Source: an optimization exercise on an open RTL-to-GDS flow (aim: small area, a short achievable clock period and few clock cycles). Production flows keep margins and buffers that such runs may drop. At most, simulation tests tie the RTL to the original design; equivalence was not proved. Power and IR drop assume default switching activity.

Design Conv, start of the top module:
module Conv(
  clk,
  rst_n,
  image_valid,
  filter_valid,
  in_data,
  out_valid,
  out_data
);
clock: 6.0 ns
lec_check: 0
cap_margin: 20
core_margin: 2
core_utilization: 75
cts_buf_list: sky130_fd_sc_hd__clkbuf_4 sky130_fd_sc_hd__clkbuf_8
cts_cluster_diameter: 50
cts_cluster_size: 20
setup_slack_margin: 3.5
slew_margin: 20
run.sh (not shown) runs the stock make flow with config.mk's settings and CLKGATE_MAP_FILE= SYNTH_SCRIPT=/design/flow/synth_recipe.tcl, a recipe that flattens the netlist after the stock synthesis.
The baseline finished clean.
Testbench counts at the start, summed over its fixed seeds: cycles 9,600.
Next try:
--- a/flow/design.v
+++ b/flow/design.v
@@ -320,23 +320,23 @@
     for (int k = 0; k < 8; k++) f[k] <= f[k+1];
     f[8] <= in_data;
   end
   if (image_valid) begin
     q[0] <= in_data;
     for (int k = 1; k < 16; k++) q[k] <= q[k-1];
     U1_s <= u1_a;
     U1_c <= u1_b;
     U2_s <= u2_a;
     U2_c <= u2_b;
-    S_s <= s_a;
-    S_c <= s_b;
   end
+  S_s <= s_a;
+  S_c <= s_b;
   Z <= m3(f[8], in_data);
   C <= csum;
   codd  <= ~cc[0];
   first <= ~rodd & cc[0];
   last  <= rodd & ~cc[0];
 end
 logic [8:0] mx;
 wire gt = C > M0;
 always_comb mx = gt ? C : M0;
 always_ff @(posedge clk) begin
Worst setup slack is worse by 0.046 ns. Global-route usage rises by 1.5 points. Design area shrinks by 1.7%. Routed wire length climbs by 3.3%. Sequential power barely changes.
Testbench counts after the change, summed over its fixed seeds: cycles 9,600.

========
Conv, a different RTL version from the one above (not shown whole).
For scale: about 610 cells after synthesis, ~180 flip-flops, ~8800 sq um of cells after synthesis.
Design Conv, start of the top module:
module Conv(
  clk,
  rst_n,
  image_valid,
  filter_valid,
  in_data,
  out_valid,
  out_data
);
input clk,rst_n,image_valid,filter_valid;
input [2:0] in_data;
output [8:0] out_data;
output logic out_valid;
function automatic [5:0] m3(input [2:0] a, input [2:0] b);
  case ({a, b})
    6'd0: m3 = 6'd0;
    6'd1: m3 = 6'd0;
    6'd2: m3 = 6'd0;
    6'd3: m3 = 6'd0;
    6'd4: m3 = 6'd0;
    6'd5: m3 = 6'd0;
    6'd6: m3 = 6'd0;
    6'd7: m3 = 6'd0;
    6'd8: m3 = 6'd0;
    6'd9: m3 = 6'd1;
    6'd10: m3 = 6'd2;
    6'd11: m3 = 6'd3;
    6'd12: m3 = 6'd4;
    6'd13: m3 = 6'd5;
    6'd14: m3 = 6'd6;
    6'd15: m3 = 6'd7;
    6'd16: m3 = 6'd0;
    6'd17: m3 = 6'd2;
    6'd18: m3 = 6'd4;
    6'd19: m3 = 6'd6;
    6'd20: m3 = 6'd8;
    6'd21: m3 = 6'd10;
    6'd22: m3 = 6'd12;
    6'd23: m3 = 6'd14;
    6'd24: m3 = 6'd0;
    6'd25: m3 = 6'd3;
    6'd26: m3 = 6'd6;
    6'd27: m3 = 6'd9;
    6'd28: m3 = 6'd12;
    6'd29: m3 = 6'd15;
    6'd30: m3 = 6'd18;
    6'd31: m3 = 6'd21;
    6'd32: m3 = 6'd0;
  ...
Settings: LEC_CHECK=0, CAP_MARGIN=20, CORE_MARGIN=2, CORE_UTILIZATION=70, CTS_BUF_LIST=sky130_fd_sc_hd__clkbuf_8, CTS_CLUSTER_DIAMETER=100, CTS_CLUSTER_SIZE=40, SETUP_SLACK_MARGIN=3.5, SLEW_MARGIN=20; clock period 6.0 ns.
Testbench counts at the start, summed over its fixed seeds: cycles 9,600.
Edit:
--- a/flow/design.v
+++ b/flow/design.v
@@ -83,21 +83,21 @@
 logic [2:0] q [0:14];    
 logic [5:0] cnt;         
 logic [6:0] U1_s, U1_c;
 logic [7:0] U2_s, U2_c;
 logic [8:0] U3_s, U3_c;
 logic [8:0] S_s, S_c;
 logic [5:0] Z;           
 logic [8:0] C;           
 logic [8:0] M0, M1, M2;  
 logic v0, v1;            
-logic [5:0] pos1;        
+logic codd, first, last;  
 wire u1_1, u1_2;
 assign {u1_2, u1_1} = (f[0][0] & q[14][2]) + (f[0][1] & q[14][1]) + (f[0][2] & q[14][0]);
 wire u1_3 = (f[0][1] & q[14][2]) ^ (f[0][2] & q[14][1]);
 wire u1_4 = (f[0][1] & q[14][2]) & (f[0][2] & q[14][1]);
 wire u1_5 = (f[0][0] & q[14][1]) ^ (f[0][1] & q[14][0]);
 wire u1_6 = (f[0][0] & q[14][1]) & (f[0][1] & q[14][0]);
 wire u1_7, u1_8;
 assign {u1_8, u1_7} = (f[1][0] & q[13][2]) + (f[1][1] & q[13][1]) + (f[1][2] & q[13][0]);
 wire u1_9, u1_10;
 assign {u1_10, u1_9} = (f[1][1] & q[13][2]) + (f[1][2] & q[13][1]) + u1_3;
@@ -323,56 +323,56 @@
 wire csum_g2_8 = csum_g1_8 | (csum_p1_8 & csum_g1_6);
 wire csum_p2_8 = csum_p1_8 & csum_p1_6;
 wire csum_g3_4 = csum_g2_4 | (csum_p2_4 & csum_g0_0);
 wire csum_g3_5 = csum_g2_5 | (csum_p2_5 & csum_g1_1);
 wire csum_g3_6 = csum_g2_6 | (csum_p2_6 & csum_g2_2);
 wire csum_g3_7 = csum_g2_7 | (csum_p2_7 & csum_g2_3);
 wire csum_g3_8 = csum_g2_8 | (csum_p2_8 & csum_g2_4);
 wire csum_p3_8 = csum_p2_8 & csum_p2_4;
 wire csum_g4_8 = csum_g3_8 | (csum_p3_8 & csum_g0_0);
 wire [8:0] csum = {(csum_p0_8 ^ csum_g3_7), (csum_p0_7 ^ csum_g3_6), (csum_p0_6 ^ csum_g3_5), (csum_p0_5 ^ csum_g3_4), (csum_p0_4 ^ csum_g2_3), (csum_p0_3 ^ csum_g2_2), (csum_p0_2 ^ csum_g1_1), (csum_p0_1 ^ csum_g0_0), csum_p0_0};
+wire [2:0] cc = cnt[2:0];
+wire rodd = cnt[3] ^ (cc == 3'd0);
 always_ff @(posedge clk) begin
   if (filter_valid) begin
     for (int k = 0; k < 8; k++) f[k] <= f[k+1];
     f[8] <= in_data;
   end
   if (image_valid) begin
     q[0] <= in_data;
     for (int k = 1; k < 15; k++) q[k] <= q[k-1];
     U1_s <= u1_a;
     U1_c <= u1_b;
     U2_s <= u2_a;
     U2_c <= u2_b;
     U3_s <= u3_a;
     U3_c <= u3_b;
     S_s <= s_a;
     S_c <= s_b;
   end
   Z <= m3(f[8], in_data);
   C <= csum;
-  pos1 <= cnt;
+  codd  <= ~cc[0];
+  first <= ~rodd & cc[0];
+  last  <= rodd & ~cc[0];
 end
-wire [2:0] cc = pos1[2:0];
-wire codd  = ~cc[0];                            
-wire rodd  = pos1[3] ^ (cc == 3'd0);            
-wire first = ~rodd & ~codd;
-wire last  = rodd & codd;
 logic [8:0] mx;
-always_comb mx = (C > M0) ? C : M0;
+wire gt = C > M0;
+always_comb mx = gt ? C : M0;
 always_ff @(posedge clk) begin
   if (v1) begin
     if (codd) begin
       M0 <= M1;
       M1 <= M2;
       M2 <= mx;
-    end else begin
-      M0 <= first ? C : mx;
+    end else if (first || gt) begin
+      M0 <= C;
     end
   end
 end
 assign out_data = M2;
 wire [2:0] row = cnt[5:3];
 wire [2:0] col = cnt[2:0];
 always_ff @(posedge clk or negedge rst_n) begin
   if (!rst_n) begin
     cnt <= 0;
     v0 <= 0;
Via count fell by 5.2%.
Sequential share of layout area barely changes.
Area after synthesis goes down by 0.94%.
Total power goes down by 3.5%.
Utilization hardly moves.
Sequential power fell by about 3%.
Die area shrinks by about 0.9%.
Global-route usage barely changes.
Worst hold slack is worse by 5.3 ps.
Maximum frequency rose by 3.5%.
Wire length went down by 5.4%.
Combinational power drops by about 9%.
Critical path depth stays the same.
Only the layout flow was run in the second run of this note; the RTL was not checked for function there.

-- what the ideal ports hide --
The results above use ideal ports. As a check the final layouts listed here were re-extracted and re-timed, cells and wires unchanged.
Step 1 assumes that a clkbuf_16 drives the clock port and a buf_2 every other input.
Step 2, shift: input delay + t, output delay - t, t = (earliest + latest rising clock arrival at the registers) / 2. This alone moves slack from input paths to output paths.
a / b / c = no drivers / after step 1 / after step 2; a / b = the first two.
run	shift t [ns]	setup WS [ns]	latest minus earliest clock arrival (ns)	worst slew at a driven data input, ns
the first run of note 1	0.484	3.563 / 3.563 / 3.238	0.013 / 0.013	0.04
the second run of note 1	0.499	3.517 / 3.533 / 3.034	0.012 / 0.012	0.03
the first run of note 2	0.486	3.432 / 3.440 / 2.954	0.018 / 0.018	0.03
the second run of note 2	0.492	3.519 / 3.519 / 3.128	0.015 / 0.015	0.03
After both steps setup and hold are still met in every run listed. For the second run of note 1, which loses most, drivers alone change the setup slack by +0.016 ns; drivers and shift together by -0.483 ns.
